This is an optimization exercise on Yosys and OpenROAD, whose aim is small area, not a production implementation. Function was checked by simulation only, so behaviour that the tests miss may differ from the original. Power figures rest on the tool's default switching activity, not on a simulated workload.

==> flow/design.v <==
module paritygen(ip, clk, clr, parity);
	input ip, clk, clr;
	output reg parity;
	always @(posedge clk)
		parity <= !clr & (parity ^ ip);
endmodule
module UART_Tx(TransmittedSerialData,DoneTx,DataIn,CLK_Baudin,RstTx,NewData,Flag_in);
	localparam size = 32;
	input [size-1:0] DataIn;
	input CLK_Baudin, RstTx, NewData;
	input Flag_in;
	output TransmittedSerialData;
	output reg DoneTx;
	localparam [5:0] ST_IDLE  = 6'd0;
	localparam [5:0] ST_FIRST = 6'd1;    
	localparam [5:0] ST_INJ   = 6'd18;   
	localparam [5:0] ST_LAST  = 6'd11;   
	localparam [5:0] ST_PEND  = 6'd22;   
	reg [5:0] counter;
	reg [36:0] ring;
	wire idle = (counter == ST_IDLE);
	wire pend = (counter == ST_PEND);
	wire last = (counter == ST_LAST);
	wire inj  = (counter == ST_INJ);
	wire load = idle & NewData;
	wire Parity;
	paritygen parity1(.ip(ring[1]), .clk(CLK_Baudin), .clr(idle | pend), .parity(Parity));
	always @(posedge CLK_Baudin or posedge RstTx) begin
		if (RstTx) begin
			counter <= ST_IDLE;
			DoneTx <= 1'b0;
		end else begin
			if (load | pend)
				counter <= ST_FIRST;
			else if (last & !Flag_in)
				counter <= ST_IDLE;
			else
				counter <= {counter[4:0], counter[5] ^ counter[4]};
			if (load)
				DoneTx <= 1'b0;
			else if (last)
				DoneTx <= !Flag_in;
		end
	end
	always @(posedge CLK_Baudin) begin
		ring[36]    <= load | ring[0];
		ring[35:34] <= ring[36:35];
		ring[33:2]  <= load ? DataIn : ring[34:3];
		ring[1]     <= load ? 1'b0 : inj ? Parity : ring[2];
		ring[0]     <= load ? 1'b1 : inj ? Parity : ring[1];
	end
	assign TransmittedSerialData = ring[0] | idle;
endmodule
module UART_Rx(DataOut, DoneRx, SerialInputData, CLK_Baudin, RstRx, Flag_Rx, DoneTx);
	parameter size = 32;
	input SerialInputData;
	input CLK_Baudin, RstRx;
	input DoneTx;  
	output [size-1:0] DataOut;
	output DoneRx;
	output Flag_Rx;
	localparam [5:0] ST_IDLE  = 6'd0;
	localparam [5:0] ST_FIRST = 6'd1;
	localparam [5:0] ST_CHECK = 6'd18;
	reg [5:0] counter;
	reg [size+1:0] shift_reg;
	reg good;
	wire idle  = (counter == ST_IDLE);
	wire check = (counter == ST_CHECK);
	always @(posedge CLK_Baudin or posedge RstRx) begin
		if (RstRx) begin
			counter <= ST_IDLE;
			good <= 1'b0;
		end else begin
			if (idle)
				counter <= SerialInputData ? ST_IDLE : ST_FIRST;
			else if (check)
				counter <= ST_IDLE;
			else
				counter <= {counter[4:0], counter[5] ^ counter[4]};
			if (idle)
				good <= !SerialInputData;
			else if (!check)
				good <= good ^ SerialInputData;
		end
	end
	always @(posedge CLK_Baudin)
		shift_reg <= {SerialInputData, shift_reg[size+1:1]};
	assign DataOut = shift_reg[size-1:0];
	assign Flag_Rx = check & !good;
	assign DoneRx = idle & good;
endmodule
module uart_txrx (
    input  wire        clk,        
    input  wire        rst,        
    input  wire [31:0] tx_data,    
    input  wire        tx_start,   
    input  wire        tx_retry,   
    output wire        txd,        
    output wire        tx_done,    
    input  wire        rxd,        
    output wire [31:0] rx_data,    
    output wire        rx_done,    
    output wire        rx_error    
);
    UART_Tx u_tx (
        .TransmittedSerialData(txd),
        .DoneTx(tx_done),
        .DataIn(tx_data),
        .CLK_Baudin(clk),
        .RstTx(rst),
        .NewData(tx_start),
        .Flag_in(tx_retry)
    );
    UART_Rx u_rx (
        .DataOut(rx_data),
        .DoneRx(rx_done),
        .SerialInputData(rxd),
        .CLK_Baudin(clk),
        .RstRx(rst),
        .Flag_Rx(rx_error),
        .DoneTx(tx_done)
    );
endmodule
export LEC_CHECK = 0
export CAP_MARGIN = 20
export CORE_MARGIN = 2
export CORE_UTILIZATION = 40
export PLACE_DENSITY = 0.6
export SLEW_MARGIN = 20
create_clock -name core_clock -period 5.0 [get_ports {clk}]
standard.sh (not shown) runs the stock make flow with config.mk's settings and CLKGATE_MAP_FILE= SYNTH_SCRIPT=/design/flow/synth_recipe.tcl, a recipe that flattens the netlist after the stock synthesis.
==> flow/flow/run.sh <==
#!/bin/bash
# The standard ORFS layout (the standard.sh, standard synthesis included),
# with smaller port buffers, cells sized down after placement, and a clock
# tree without dummy loads. Each ORFS step logs to orfs/logs/; make's own
# output goes to flow_make.log.
set -euo pipefail
bash standard.sh \
  "BUFFER_PORTS_ARGS=-buffer_cell sky130_fd_sc_hd__buf_1" \
  "POST_RESIZE_TCL=$PWD/flow/post_resize.tcl" \
  "CTS_ARGS=-sink_clustering_enable -repair_clock_nets -dont_use_dummy_load -buf_list sky130_fd_sc_hd__clkbuf_8" \
  finish > flow_make.log 2>&1
==> flow/flow/post_resize.tcl <==
# After the standard placement resize: size cells down where timing allows
# (power recovery), then repair any slew or capacitance the downsizing broke.
log_cmd repair_timing -recover_power 100 -verbose
log_cmd repair_design -verbose
The baseline produced a clean layout.
Rerun with:
Settings changed: CORE_UTILIZATION 40 to 70, PLACE_DENSITY 0.6 to 0.8.
After rerunning: The changed run ran to the end with no violations. Area after synthesis stays the same. Setup slack gets worse by 0.079 ns. Combinational power goes up slightly. Non-clock buffer count stays the same. Worst hold slack gets better by 0.010 ns.
Rerun with:
==> flow/flow/run.sh (replaced) <==
#!/bin/bash
# The standard ORFS layout (the standard.sh, standard synthesis included),
# with smaller port buffers, a clock tree without dummy loads, and power
# (size) recovery after global routing. Each ORFS step logs to orfs/logs/;
# make's own output goes to flow_make.log.
set -euo pipefail
bash standard.sh \
  "BUFFER_PORTS_ARGS=-buffer_cell sky130_fd_sc_hd__buf_1" \
  "CTS_ARGS=-sink_clustering_enable -repair_clock_nets -dont_use_dummy_load -buf_list sky130_fd_sc_hd__clkbuf_8" \
  RECOVER_POWER=100 \
  finish > flow_make.log 2>&1
Settings changed: CORE_UTILIZATION 70 to 75, PLACE_DENSITY 0.8 to 0.85.
removed: flow/flow/post_resize.tcl
=>
- Now the flow ran to the end with violations: max-capacitance violations, max-slew violations
- utilization rose by 6.3 points
- setup slack improves by 0.035 ns
- via count rose by 0.34%
- total power is about the same
- clock skew fell by 0.0036 ns
- clock-buffer cell count is unchanged
- fmax rose by 1.2%
- wire length rose by 7.1%

-- what the ideal ports hide --
Ports are ideal in the flow. The routed layouts listed here were re-timed in OpenROAD. Step 1 assumes that a clkbuf_16 drives the clock port and a buf_2 every other input. Step 2 also shifts input and output timing later by t, the mid clock arrival at the registers, as if the neighbouring blocks saw the same clock. Slacks: ideal / step 1 / step 2; pairs: ideal / step 1.
| run | t, ns | setup slack, ns | worst setup path at the end | cell pins on the clock port's net |
|---|---|---|---|---|
| the first run | 0.354 | 2.183 / 2.154 / 2.508 | register to output | 1 |
| the second run | 0.357 | 2.104 / 2.077 / 2.314 | input to register | 1 |
| the third run | 0.360 | 2.139 / 2.110 / 1.871 | input to register | 1 |
For the third run, which loses most, drivers alone change the setup slack by -0.029 ns; drivers and shift together by -0.268 ns.
